Background: an optimization exercise with open tools, aiming at small area. Do not read the settings as production practice. Only simulation tests tie the RTL to the original design; equivalence was not proved. Power figures rest on the tool's default switching activity, not on a simulated workload.

garnet:
## processing_fsm
module processing_fsm(clock, reset, start_signal, size, done,
                            buf_0_write_en, buf_1_write_en, error_buf_write_en,
                            buf_0_w_data, buf_1_w_data, error_mem_w_data,
                            buf_0_r_data, buf_1_r_data, error_mem_r_data,
                            buf_0_addr, buf_1_addr, error_mem_addr, buf_sel);
For scale: roughly 800 cells after synthesis, about 120 I/O pins, about 8400 sq um of cells after synthesis.
clock: 7.0 ns
lec_check: 0
cap_margin: 0
core_margin: 2
core_utilization: 70
gpl_timing_driven: 0
slew_margin: 0
standard.sh (not shown) runs the stock make flow with config.mk's settings and CLKGATE_MAP_FILE= SYNTH_SCRIPT=/design/flow/synth_recipe.tcl, a recipe that flattens the netlist after the stock synthesis.
==> flow/flow/run.sh <==
#!/bin/bash
# Standard ORFS layout, with every port buffered by the smallest buffer,
# Yosys/ABC's buffers removed before placement, one tie cell, and a clock
# tree without dummy loads.
set -euo pipefail
export BUFFER_PORTS_ARGS="-buffer_cell sky130_fd_sc_hd__buf_1"
export REMOVE_ABC_BUFFERS=1
export SKIP_REPAIR_TIE_FANOUT=1
export CTS_ARGS="-sink_clustering_enable -repair_clock_nets -dont_use_dummy_load -buf_list {sky130_fd_sc_hd__clkbuf_8 sky130_fd_sc_hd__clkbuf_16} -sink_clustering_size 30 -sink_clustering_max_diameter 150"
bash standard.sh > standard.log 2>&1
In summary, garnet completed successfully, with a layout that passed the timing, design-rule and antenna checks.
Input changes introduced in juniper (baseline for comparison: garnet):
Settings: changing SLEW_MARGIN from 0 to 10; changing CAP_MARGIN from 0 to 10.
==> flow/flow/run.sh <==
#!/bin/bash
# The standard ORFS layout with these changes:
#  - synthesis: ABC maps for area (flow/area.abc) and Yosys does not extract
#    full/half adder cells; registers are untouched (same script otherwise);
#  - every port is buffered by the smallest buffer;
#  - Yosys/ABC buffers are removed before placement and one tie cell is kept;
#  - the clock tree uses no dummy loads.
set -euo pipefail
W=$PWD
{
  echo 'proc extract_fa {args} {}'
  echo 'proc abc {args} {'
  echo '  set i [lsearch -exact $args -script]'
  echo "  if {\$i >= 0} { lset args [expr {\$i + 1}] $W/flow/area.abc }"
  echo '  yosys abc {*}$args'
  echo '}'
  cat synth_recipe.tcl
} > flow_synth.tcl
sed "s#SYNTH_SCRIPT=[^ ]*#SYNTH_SCRIPT=$W/flow_synth.tcl#" standard.sh > flow_standard.sh
export BUFFER_PORTS_ARGS="-buffer_cell sky130_fd_sc_hd__buf_1"
export REMOVE_ABC_BUFFERS=1
export SKIP_REPAIR_TIE_FANOUT=1
export CTS_ARGS="-sink_clustering_enable -repair_clock_nets -dont_use_dummy_load -buf_list sky130_fd_sc_hd__clkbuf_8 -sink_clustering_size 20"
bash flow_standard.sh > standard.log 2>&1
==> flow/flow/area.abc (new file) <==
strash
dch -f
map -a
topo
dnsize -c
Results
| number of optimization iterations in the first detailed-route pass | juniper vs garnet | 2 lower |. Taking garnet as the reference, in juniper area of all placed cells without fillers went down 8.1%, post-layout total power went up about 1.6%, fraction of area in non-clock buffers went up 0.60 points. juniper against garnet: final layout net count went up; number of cells on the worst reg-to-reg path went up; synthesized cell count went up. | final period demand of the worst path | juniper vs garnet | ≈ equal |.
> inputs changed (juniper -> cedar)
Settings: swapping 10 for 0 in CAP_MARGIN; swapping 10 for 0 in SLEW_MARGIN.
==> flow/flow/run.sh <==
#!/bin/bash
# Standard ORFS layout, with every port buffered by the smallest buffer,
# Yosys/ABC's buffers removed before placement, one tie cell, and a clock
# tree without dummy loads.
set -euo pipefail
export BUFFER_PORTS_ARGS="-buffer_cell sky130_fd_sc_hd__buf_1"
export REMOVE_ABC_BUFFERS=1
export SKIP_REPAIR_TIE_FANOUT=1
export CTS_ARGS="-sink_clustering_enable -repair_clock_nets -dont_use_dummy_load -buf_list sky130_fd_sc_hd__clkbuf_8 -sink_clustering_size 20"
bash standard.sh > standard.log 2>&1
removed: flow/flow/area.abc
Findings:
Diff juniper -> cedar | met1 wire length | increase of 7.6%. Share of synthesized cell area in and, or, nand and nor gates: higher on juniper. Run comparison: juniper commonest non-fill, non-tap cell in the layout sky130_fd_sc_hd__nor2_1; cedar commonest non-fill, non-tap cell in the layout sky130_fd_sc_hd__buf_1. Multi-input gate share of total cell area, cedar and juniper: larger value in cedar. Count of multi-input gates: lower on cedar. Non-clock buffer count on cedar is down relative to juniper. Run comparison: juniper critical path launch point state[4]; cedar critical path launch point state[2]. Summary: with juniper as the reference, synthesized cell count in cedar moved down by more than 10%. Clock-pin slew on the worst setup and hold paths: cedar vs juniper, no meaningful difference.
--- input diff cedar..xenon ---
Settings: CAP_MARGIN now 10, was 0; SLEW_MARGIN now 10, was 0.
==> flow/flow/run.sh <==
#!/bin/bash
# The standard ORFS layout with these changes:
#  - synthesis: ABC maps for area (flow/area.abc) and Yosys does not extract
#    full/half adder cells; registers are untouched (same script otherwise);
#  - every port is buffered by the smallest buffer;
#  - Yosys/ABC buffers are removed before placement and one tie cell is kept;
#  - the clock tree uses no dummy loads.
set -euo pipefail
W=$PWD
{
  echo 'proc extract_fa {args} {}'
  echo 'proc abc {args} {'
  echo '  set i [lsearch -exact $args -script]'
  echo "  if {\$i >= 0} { lset args [expr {\$i + 1}] $W/flow/area.abc }"
  echo '  yosys abc {*}$args'
  echo '}'
  cat synth_recipe.tcl
} > flow_synth.tcl
sed "s#SYNTH_SCRIPT=[^ ]*#SYNTH_SCRIPT=$W/flow_synth.tcl#" standard.sh > flow_standard.sh
export BUFFER_PORTS_ARGS="-buffer_cell sky130_fd_sc_hd__buf_1"
export REMOVE_ABC_BUFFERS=1
export SKIP_REPAIR_TIE_FANOUT=1
export CTS_ARGS="-sink_clustering_enable -repair_clock_nets -dont_use_dummy_load -buf_list sky130_fd_sc_hd__clkbuf_8 -sink_clustering_size 20"
bash flow_standard.sh > standard.log 2>&1
==> flow/flow/area.abc (new file) <==
strash
dc2
dch -f
amap
strash
dch -f
amap
topo
dnsize -c
Results
Diff cedar -> xenon: total via count after detailed routing +571, fmax -4.8%, worst path setup slack after routing -0.32 ns.
### xenon -> tundra
==> flow/flow/run.sh <==
#!/bin/bash
# Standard ORFS layout, with every port buffered by the smallest buffer,
# Yosys/ABC's buffers removed before placement, one tie cell, and a clock
# tree without dummy loads.
set -euo pipefail
export BUFFER_PORTS_ARGS="-buffer_cell sky130_fd_sc_hd__buf_1"
export REMOVE_ABC_BUFFERS=1
export SKIP_REPAIR_TIE_FANOUT=1
export CTS_ARGS="-sink_clustering_enable -repair_clock_nets -dont_use_dummy_load -buf_list sky130_fd_sc_hd__clkbuf_4 -root_buf sky130_fd_sc_hd__clkbuf_16 -sink_clustering_size 10"
bash standard.sh > standard.log 2>&1
removed: flow/flow/area.abc
## What came out
- Compared with xenon, tundra ends up with a larger final cell area.
- Diff xenon -> tundra | final non-filler cell total | down by a few percent
- tundra — part of the total power dissipated in the clock network 1.8 points lower, xenon as reference
- Changes observed in tundra relative to xenon: die area grew by 17%; power density over the cells went down by about 16%; area taken by flip-flops and latches did not really move.
- Cell class ranked first by area = multi-input gates: tundra; cell class ranked first by area = registers: xenon
--- input diff tundra..yarrow ---
==> flow/flow/run.sh <==
#!/bin/bash
# The standard ORFS layout with these changes:
#  - synthesis: ABC maps for area (flow/area.abc) and Yosys does not extract
#    full/half adder cells; registers are untouched (same script otherwise);
#  - every port is buffered by the smallest buffer;
#  - Yosys/ABC buffers are removed before placement and one tie cell is kept;
#  - the clock tree uses no dummy loads.
set -euo pipefail
W=$PWD
{
  echo 'proc extract_fa {args} {}'
  echo 'proc abc {args} {'
  echo '  set i [lsearch -exact $args -script]'
  echo "  if {\$i >= 0} { lset args [expr {\$i + 1}] $W/flow/area.abc }"
  echo '  yosys abc {*}$args'
  echo '}'
  cat synth_recipe.tcl
} > flow_synth.tcl
sed "s#SYNTH_SCRIPT=[^ ]*#SYNTH_SCRIPT=$W/flow_synth.tcl#" standard.sh > flow_standard.sh
export BUFFER_PORTS_ARGS="-buffer_cell sky130_fd_sc_hd__buf_1"
export REMOVE_ABC_BUFFERS=1
export SKIP_REPAIR_TIE_FANOUT=1
export CTS_ARGS="-sink_clustering_enable -repair_clock_nets -dont_use_dummy_load -buf_list sky130_fd_sc_hd__clkbuf_8 -sink_clustering_size 20"
bash flow_standard.sh > standard.log 2>&1
==> flow/flow/area.abc (new file) <==
strash
&get -n
&deepsyn -T 60
&put
dch -f
amap
strash
dch -f
amap
topo
dnsize -c
[summary]
yarrow has weighted congestion at the end of routability-driven global placement above what tundra had.
A dominant kind of cell of registers is what yarrow shows, while multi-input gates belongs to tundra.
Sort tundra and yarrow by post-route minimum period, descending, and yarrow comes first.
The standard cells in yarrow occupy less silicon area than those in tundra do.
Re global router's overall resource usage: tundra was lower than yarrow.

processing_fsm again, from the RTL that the note above started with.
Settings: LEC_CHECK=0, CAP_MARGIN=10, CORE_MARGIN=2, CORE_UTILIZATION=70, GPL_TIMING_DRIVEN=0, SLEW_MARGIN=10; clock period 7.0 ns.
==> flow/flow/run.sh <==
#!/bin/bash
# The standard ORFS layout with these changes:
#  - synthesis: ABC maps for area (flow/area.abc) and Yosys does not extract
#    full/half adder cells; registers are untouched (same script otherwise);
#  - every port is buffered by the smallest buffer;
#  - Yosys/ABC buffers are removed before placement and one tie cell is kept;
#  - the clock tree uses no dummy loads.
set -euo pipefail
W=$PWD
{
  echo 'proc extract_fa {args} {}'
  echo 'proc abc {args} {'
  echo '  set i [lsearch -exact $args -script]'
  echo "  if {\$i >= 0} { lset args [expr {\$i + 1}] $W/flow/area.abc }"
  echo '  yosys abc {*}$args'
  echo '}'
  cat synth_recipe.tcl
} > flow_synth.tcl
sed "s#SYNTH_SCRIPT=[^ ]*#SYNTH_SCRIPT=$W/flow_synth.tcl#" standard.sh > flow_standard.sh
export BUFFER_PORTS_ARGS="-buffer_cell sky130_fd_sc_hd__buf_1"
export REMOVE_ABC_BUFFERS=1
export SKIP_REPAIR_TIE_FANOUT=1
export CTS_ARGS="-sink_clustering_enable -repair_clock_nets -dont_use_dummy_load -buf_list sky130_fd_sc_hd__clkbuf_4 -root_buf sky130_fd_sc_hd__clkbuf_8 -sink_clustering_size 20"
bash flow_standard.sh > standard.log 2>&1
==> flow/flow/area.abc <==
strash
dch -f
map -a
topo
dnsize -c
Change:
==> flow/flow/run.sh (replaced) <==
#!/bin/bash
# Standard ORFS layout, with every port buffered by the smallest buffer,
# Yosys/ABC's buffers removed before placement, and one tie cell.
set -euo pipefail
export BUFFER_PORTS_ARGS="-buffer_cell sky130_fd_sc_hd__buf_1"
export REMOVE_ABC_BUFFERS=1
export SKIP_REPAIR_TIE_FANOUT=1
bash standard.sh > standard.log 2>&1
--- a/flow/config.mk
+++ b/flow/config.mk
@@ -8 +8 @@
-export CAP_MARGIN = 10
+export CAP_MARGIN = 0
@@ -11,2 +11,4 @@
-export GPL_TIMING_DRIVEN = 0
-export SLEW_MARGIN = 10
+export CTS_BUF_LIST = sky130_fd_sc_hd__clkbuf_8
+export CTS_CLUSTER_DIAMETER = 60
+export CTS_CLUSTER_SIZE = 40
+export SLEW_MARGIN = 0
removed: flow/flow/area.abc
The changed run completed without violations.
Combinational power is lower by 15%.
Final area goes up by 9.7%.
Count of clock-buffer cells in the layout is unchanged.
Total power came out higher by 1.7%.
Routed wire length is higher by 15%.
Via count falls by 5.3%.
Cell count goes down by 16%.
Worst hold slack is about the same.
Change:
--- a/flow/flow/run.sh
+++ b/flow/flow/run.sh
@@ -3 +3,2 @@
-# Yosys/ABC's buffers removed before placement, and one tie cell.
+# Yosys/ABC's buffers removed before placement, one tie cell, and a clock
+# tree without dummy loads.
@@ -7,0 +9 @@
+export CTS_ARGS="-sink_clustering_enable -repair_clock_nets -dont_use_dummy_load -buf_list sky130_fd_sc_hd__clkbuf_4 -root_buf sky130_fd_sc_hd__clkbuf_8 -sink_clustering_size 20"
--- a/flow/config.mk
+++ b/flow/config.mk
@@ -8 +8 @@
-export CAP_MARGIN = 0
+export CAP_MARGIN = 10
@@ -11,4 +11,2 @@
-export CTS_BUF_LIST = sky130_fd_sc_hd__clkbuf_8
-export CTS_CLUSTER_DIAMETER = 60
-export CTS_CLUSTER_SIZE = 40
-export SLEW_MARGIN = 0
+export GPL_TIMING_DRIVEN = 0
+export SLEW_MARGIN = 10
- The changed run finished with timing, DRC and antenna clean
- synthesized area stays the same
- core utilization decreases by 2.2 points
- sequential share of layout area increases by 1.2 points
- non-clock buffer count decreases by 5
- cell area decreases by 2.8%
- sequential cell count does not change
- die area does not change

The RTL this note starts from:
==> flow/design.v <==
module processing_fsm(clock, reset, start_signal, size, done,
                            buf_0_write_en, buf_1_write_en, error_buf_write_en,
                            buf_0_w_data, buf_1_w_data, error_mem_w_data,
                            buf_0_r_data, buf_1_r_data, error_mem_r_data,
                            buf_0_addr, buf_1_addr, error_mem_addr, buf_sel);
    input clock;
    input reset;
    input start_signal;
    input size;
    output reg done;
    output buf_0_write_en;
    output buf_1_write_en;
    output error_buf_write_en;
    output reg [7:0] buf_0_w_data;
    output reg [7:0] buf_1_w_data;
    output [15:0] error_mem_w_data;
    input  [7:0] buf_0_r_data;
    input  [7:0] buf_1_r_data;
    input  [15:0] error_mem_r_data;
    output reg [15:0] buf_0_addr;
    output reg [15:0] buf_1_addr;
    output [15:0] error_mem_addr;
    output reg buf_sel;
    assign error_buf_write_en = 1'b0;
    assign error_mem_w_data = 16'b0;
    localparam [4:0]
        WAIT   = 5'd0,
        LMID   = 5'd1,
        LBTM1  = 5'd2,    
        LBTM   = 5'd3,    
        CHECK  = 5'd4,
        CHECKN = 5'd5,    
        DONE   = 5'd6,
        NW     = 5'd13,
        N      = 5'd14,
        NE     = 5'd15,
        W      = 5'd16,
        E      = 5'd17,
        SW     = 5'd18,
        S      = 5'd19,
        SE     = 5'd20,
        MW1    = 5'd21,
        MW2    = 5'd22,
        MW3    = 5'd23,
        SUM    = 5'd24,
        WR     = 5'd25;
    reg [4:0] state;
    reg [7:0] ema;
    assign error_mem_addr = {8'b0, ema};
    reg [5:0] pixel_count;
    reg [3:0] packet_count;
    reg       size_r;          
    reg wr;                    
    assign buf_0_write_en = wr & ~buf_sel;
    assign buf_1_write_en = wr & buf_sel;
    reg [15:0] eb0, eb1, eb2;
    reg [1:0]  ptr;
    reg [2:0]  fp;             
    reg [10:0] acc;
    wire s_check  = (state == CHECK) || (state == CHECKN);
    wire s_nw = (state == NW), s_n = (state == N), s_ne = (state == NE);
    wire s_w  = (state == W),  s_e = (state == E), s_sw = (state == SW);
    wire s_s  = (state == S),  s_se = (state == SE);
    wire s_top  = s_nw | s_n | s_ne;
    wire s_addr = s_top | s_w | s_e | s_sw | s_s | s_se;
    wire s_data = state[4] && !state[3];           
    wire [2:0] di = state[2:0];                    
    wire pix0    = (pixel_count == 6'd0);
    wire pix_r   = size_r ? (pixel_count == 6'd31) : (pixel_count == 6'd15);
    wire pkt_r   = size_r ? (packet_count == 4'd7) : (packet_count == 4'd15);
    wire at_top  = (ema == 8'd1);
    wire at_bot  = (ema == 8'd240);
    wire at_left = pix0 && (packet_count == 4'd0);
    wire at_right = pix_r && pkt_r;
    wire off_w   = pix0;
    wire off_e   = !pix0 && pix_r;
    reg [1:0] phys;
    always @(*) begin
        case ({s_check, s_top})
            2'b10, 2'b11: phys = (ptr == 2'd0) ? 2'd1 : (ptr == 2'd1) ? 2'd2 : 2'd0;
            2'b01:        phys = ptr;
            default:      phys = (ptr == 2'd0) ? 2'd2 : (ptr == 2'd1) ? 2'd0 : 2'd1;
        endcase
    end
    wire [15:0] word = (phys == 2'd0) ? eb0 : (phys == 2'd1) ? eb1 : eb2;
    wire dec = (s_nw | s_ne | s_sw) & off_w;
    wire inc = s_se & off_e;
    wire [3:0] pidx = packet_count + {dec, dec, dec, dec | inc};
    wire oob = (dec && packet_count == 4'd0) || (inc && packet_count == 4'd15);
    wire ebit = !oob && word[~pidx];
    wire err_mid = ebit;
    wire f = buf_sel ^ (s_w | s_e | (ebit & !(s_top & at_top)));
    wire dxm = s_nw | s_w | s_sw;
    wire s_wr = (state == WR);
    wire dxp = s_ne | s_e | s_se | s_wr;    
    wire dym = s_top;
    wire dyp = s_sw | s_s | s_se;
    wire [7:0] u   = {2'b0, pixel_count} + {{7{dxm}}, dxm | dxp};    
    wire [10:0] t  = {{3{u[7]}}, u} +
                     (size_r ? {1'b0, packet_count, 5'b0} : {2'b0, packet_count, 4'b0});
    wire [2:0] dya  = dym ? 3'b110 : dyp ? 3'b000 : 3'b111;
    wire [2:0] c3   = (state == CHECKN) ? 3'd1 : t[10:8] + dya;
    wire [7:0] hi   = ema + {{5{c3[2]}}, c3};
    wire [15:0] nbr = {hi, t[7:0]};
    wire a0_nbr  = s_addr & !f;
    wire a0_a1   = s_e & f;
    wire a0_hold = !(a0_nbr | a0_a1);
    wire [7:0] pix = fp[2] ? buf_1_r_data : buf_0_r_data;
    wire up  = (di <= 3'd2);                     
    wire dn  = (di >= 3'd5);                     
    wire lf  = (di == 3'd0) || (di == 3'd3) || (di == 3'd5);
    wire rt  = (di == 3'd2) || (di == 3'd4) || (di == 3'd7);
    wire orth = (di == 3'd1) || (di == 3'd3) || (di == 3'd4) || (di == 3'd6);
    wire ev  = at_top | at_bot;
    wire eh  = at_left | at_right;
    wire off = (at_top & up) | (at_bot & dn) | (at_left & lf) | (at_right & rt);
    wire [1:0] wt = (!s_data || off) ? 2'd0 :
                    orth ? 2'd1 + ev + eh : 2'd1 + (ev & eh);
    wire [10:0] acc_in = s_w ? 11'd0 : acc;
    always @(posedge clock) begin
        acc <= acc_in + (wt[1] ? {2'b0, pix, 1'b0} : 11'd0) + (wt[0] ? {3'b0, pix} : 11'd0);
        fp  <= {fp[1:0], f};
    end
    wire pix_last  = size ? (pixel_count == 6'd31) : (pixel_count == 6'd15);
    wire pkt_last  = size ? (packet_count == 4'd7) : (packet_count == 4'd15);
    wire line_last = (ema == 8'd240);    
    wire next_pkt  = s_check ? !err_mid : pix_last;
    always @(posedge clock) begin
        if (state == WAIT || state == DONE) begin
            pixel_count <= 0;
            packet_count <= 0;
        end else if (s_check || state == WR) begin
            if (next_pkt) begin
                pixel_count <= 0;
                packet_count <= pkt_last ? 4'd0 : packet_count + 4'd1;
            end else if (state == WR)
                pixel_count <= u[5:0];
        end
        if (s_check) size_r <= size;
    end
    always @(posedge clock) begin
        if (state == WAIT) begin
            ptr <= 2'd0;
            eb1 <= error_mem_r_data;
        end else if (s_check) begin
            case (ptr)
                2'd0: eb2 <= error_mem_r_data;
                2'd1: eb0 <= error_mem_r_data;
                default: eb1 <= error_mem_r_data;
            endcase
        end else if (state == LBTM) begin
            ptr <= {ptr == 2'd1, ptr == 2'd0};
        end
    end
    always @(posedge clock, negedge reset) begin
        if (!reset) begin
            state <= WAIT;
            done <= 1'b0;
            buf_sel <= 1'b0;
            wr <= 1'b0;
            buf_0_w_data <= 8'd0;
            buf_1_w_data <= 8'd0;
            buf_0_addr <= 16'd0;
            buf_1_addr <= 16'd0;
            ema <= 8'd0;
        end else begin
            done <= (state == DONE);
            wr <= (state == WR);
            if (state == DONE) buf_sel <= ~buf_sel;
            if (state == WR) begin
                if (buf_sel) buf_1_w_data <= acc[10:3];
                else         buf_0_w_data <= acc[10:3];
            end
            buf_0_addr <= ({16{a0_nbr}} & nbr) | ({16{a0_a1}} & buf_1_addr) | ({16{a0_hold}} & buf_0_addr);
            if (s_addr && f) buf_1_addr <= nbr;
            case (state)
                WAIT:   ema <= {7'b0, start_signal};
                LMID:   ema <= 8'd1;
                CHECKN: ema <= hi;
                default: ;
            endcase
            case (state)
                WAIT:   state <= start_signal ? LMID : WAIT;
                LMID:   state <= LBTM1;
                LBTM1:  state <= CHECK;
                LBTM:   state <= CHECKN;
                DONE:   state <= WAIT;
                CHECK, CHECKN, WR: begin
                    if (s_check && err_mid) state <= NW;
                    else if (!next_pkt || !pkt_last) state <= CHECK;
                    else if (line_last) state <= DONE;
                    else state <= LBTM;
                end
                NW:  state <= N;
                N:   state <= NE;
                NE:  state <= W;
                W:   state <= E;
                E:   state <= SW;
                SW:  state <= S;
                S:   state <= SE;
                SE:  state <= MW1;
                MW1: state <= MW2;
                MW2: state <= MW3;
                MW3: state <= SUM;
                SUM: state <= WR;
                default: state <= WAIT;
            endcase
        end
    end
endmodule
Settings: LEC_CHECK=0, CAP_MARGIN=10, CORE_MARGIN=2, CORE_UTILIZATION=70, GPL_TIMING_DRIVEN=0, SLEW_MARGIN=10; clock period 7.0 ns.
==> flow/flow/run.sh <==
#!/bin/bash
# The standard ORFS layout with these changes:
#  - synthesis: ABC maps for area (flow/area.abc) and Yosys does not extract
#    full/half adder cells; registers are untouched (same script otherwise);
#  - every port is buffered by the smallest buffer;
#  - Yosys/ABC buffers are removed before placement and one tie cell is kept;
#  - the clock tree uses no dummy loads.
set -euo pipefail
W=$PWD
{
  echo 'proc extract_fa {args} {}'
  echo 'proc abc {args} {'
  echo '  set i [lsearch -exact $args -script]'
  echo "  if {\$i >= 0} { lset args [expr {\$i + 1}] $W/flow/area.abc }"
  echo '  yosys abc {*}$args'
  echo '}'
  cat synth_recipe.tcl
} > flow_synth.tcl
sed "s#SYNTH_SCRIPT=[^ ]*#SYNTH_SCRIPT=$W/flow_synth.tcl#" standard.sh > flow_standard.sh
export BUFFER_PORTS_ARGS="-buffer_cell sky130_fd_sc_hd__buf_1"
export REMOVE_ABC_BUFFERS=1
export SKIP_REPAIR_TIE_FANOUT=1
export CTS_ARGS="-sink_clustering_enable -repair_clock_nets -dont_use_dummy_load -buf_list sky130_fd_sc_hd__buf_6 -sink_clustering_size 20"
bash flow_standard.sh > standard.log 2>&1
==> flow/flow/area.abc <==
strash
&get -n
&deepsyn -T 60
&put
dch -f
amap
strash
dch -f
amap
topo
dnsize -c
==> next run, changes <==
--- a/flow/flow/run.sh
+++ b/flow/flow/run.sh
@@ -7 +7 @@
-#  - the clock tree uses no dummy loads.
+#  - the clock tree uses no dummy loads and is built from buf_6 cells.
Worst setup slack is unchanged.
Cell area is unchanged.
Power stays the same.
Routed wire length stays the same.
==> next run, changes <==
--- a/flow/flow/run.sh
+++ b/flow/flow/run.sh
@@ -7 +7 @@
-#  - the clock tree uses no dummy loads and is built from buf_6 cells.
+#  - the clock tree uses no dummy loads.
@@ -23 +23 @@
-export CTS_ARGS="-sink_clustering_enable -repair_clock_nets -dont_use_dummy_load -buf_list sky130_fd_sc_hd__buf_6 -sink_clustering_size 20"
+export CTS_ARGS="-sink_clustering_enable -repair_clock_nets -dont_use_dummy_load -buf_list sky130_fd_sc_hd__clkbuf_8 -sink_clustering_size 20 -sink_buffer_max_cap_derate 0.5"
Result: The changed run completed with no timing, DRC or antenna violations. Sequential share of layout area went down by 0.28 points. Design area went up by 0.57%. Global-route usage stays flat. Flip-flop and latch count does not change. Worst setup slack improved by 0.058 ns. Clock power climbs by 5.4%. Routed wire length barely changes. Combinational power stays flat.
==> next run, changes <==
--- a/flow/flow/run.sh
+++ b/flow/flow/run.sh
@@ -23 +23 @@
-export CTS_ARGS="-sink_clustering_enable -repair_clock_nets -dont_use_dummy_load -buf_list sky130_fd_sc_hd__clkbuf_8 -sink_clustering_size 20 -sink_buffer_max_cap_derate 0.5"
+export CTS_ARGS="-sink_clustering_enable -repair_clock_nets -dont_use_dummy_load -buf_list sky130_fd_sc_hd__clkbuf_8 -sink_clustering_size 20"
==> flow/flow/area.abc (replaced) <==
strash
&get -n
&deepsyn -T 300
&put
dch -f
amap
strash
dch -f
amap
topo
dnsize -c
After rerunning: First-iteration DRC count does not change; maximum frequency stays the same; cell count is unchanged; hold slack does not change; worst setup slack stays the same; clock power stays flat; combinational power hardly moves; wire length stays the same.

-- separate check: timing with driven ports --
In the flow no input, the clock included, has a driving cell. The finished layouts below were timed again as built, in two steps. Step 1 assumes that a clkbuf_16 drives the clock port and a buf_2 every other input. Step 2 adds t to the input delays and takes it off the output delays; t is the mean of the earliest and latest rising clock arrival at the registers after step 1. Input paths then give back, and output paths get back, about the clock's delay inside the block. Slacks: ideal / step 1 / step 2; pairs: ideal / step 1.
run	shift t [ns]	setup WS [ns]	hold WS [ns]	worst register clock-pin slew, ns	pins driven straight from the clock port
garnet	0.460	0.628 / 0.628 / 0.628	0.326 / 0.326 / 0.326	0.05 / 0.05	1
juniper	0.481	0.628 / 0.628 / 0.628	0.329 / 0.329 / 0.329	0.08 / 0.08	1
cedar	0.469	0.655 / 0.655 / 0.655	0.332 / 0.332 / 0.332	0.07 / 0.07	1
xenon	0.473	0.333 / 0.333 / 0.333	0.324 / 0.324 / 0.324	0.08 / 0.08	1
tundra	0.399	0.640 / 0.640 / 0.640	0.341 / 0.341 / 0.341	0.11 / 0.11	1
yarrow	0.457	0.411 / 0.411 / 0.411	0.326 / 0.326 / 0.326	0.08 / 0.08	1
the first run of note 2	0.459	0.624 / 0.624 / 0.624	0.335 / 0.335 / 0.335	0.12 / 0.12	1
the second run of note 2	0.483	0.470 / 0.470 / 0.470	0.337 / 0.337 / 0.337	0.08 / 0.08	1
the third run of note 2	0.455	0.634 / 0.634 / 0.634	0.341 / 0.341 / 0.341	0.11 / 0.11	1
the first run of note 3	0.431	0.469 / 0.469 / 0.469	0.317 / 0.317 / 0.317	0.10 / 0.10	1
the second run of note 3	0.431	0.469 / 0.469 / 0.469	0.317 / 0.317 / 0.317	0.10 / 0.10	1
the third run of note 3	0.456	0.528 / 0.528 / 0.528	0.314 / 0.314 / 0.314	0.09 / 0.09	1
the fourth run of note 3	0.456	0.528 / 0.528 / 0.528	0.314 / 0.314 / 0.314	0.09 / 0.09	1
After both steps setup and hold are still met in every run listed.
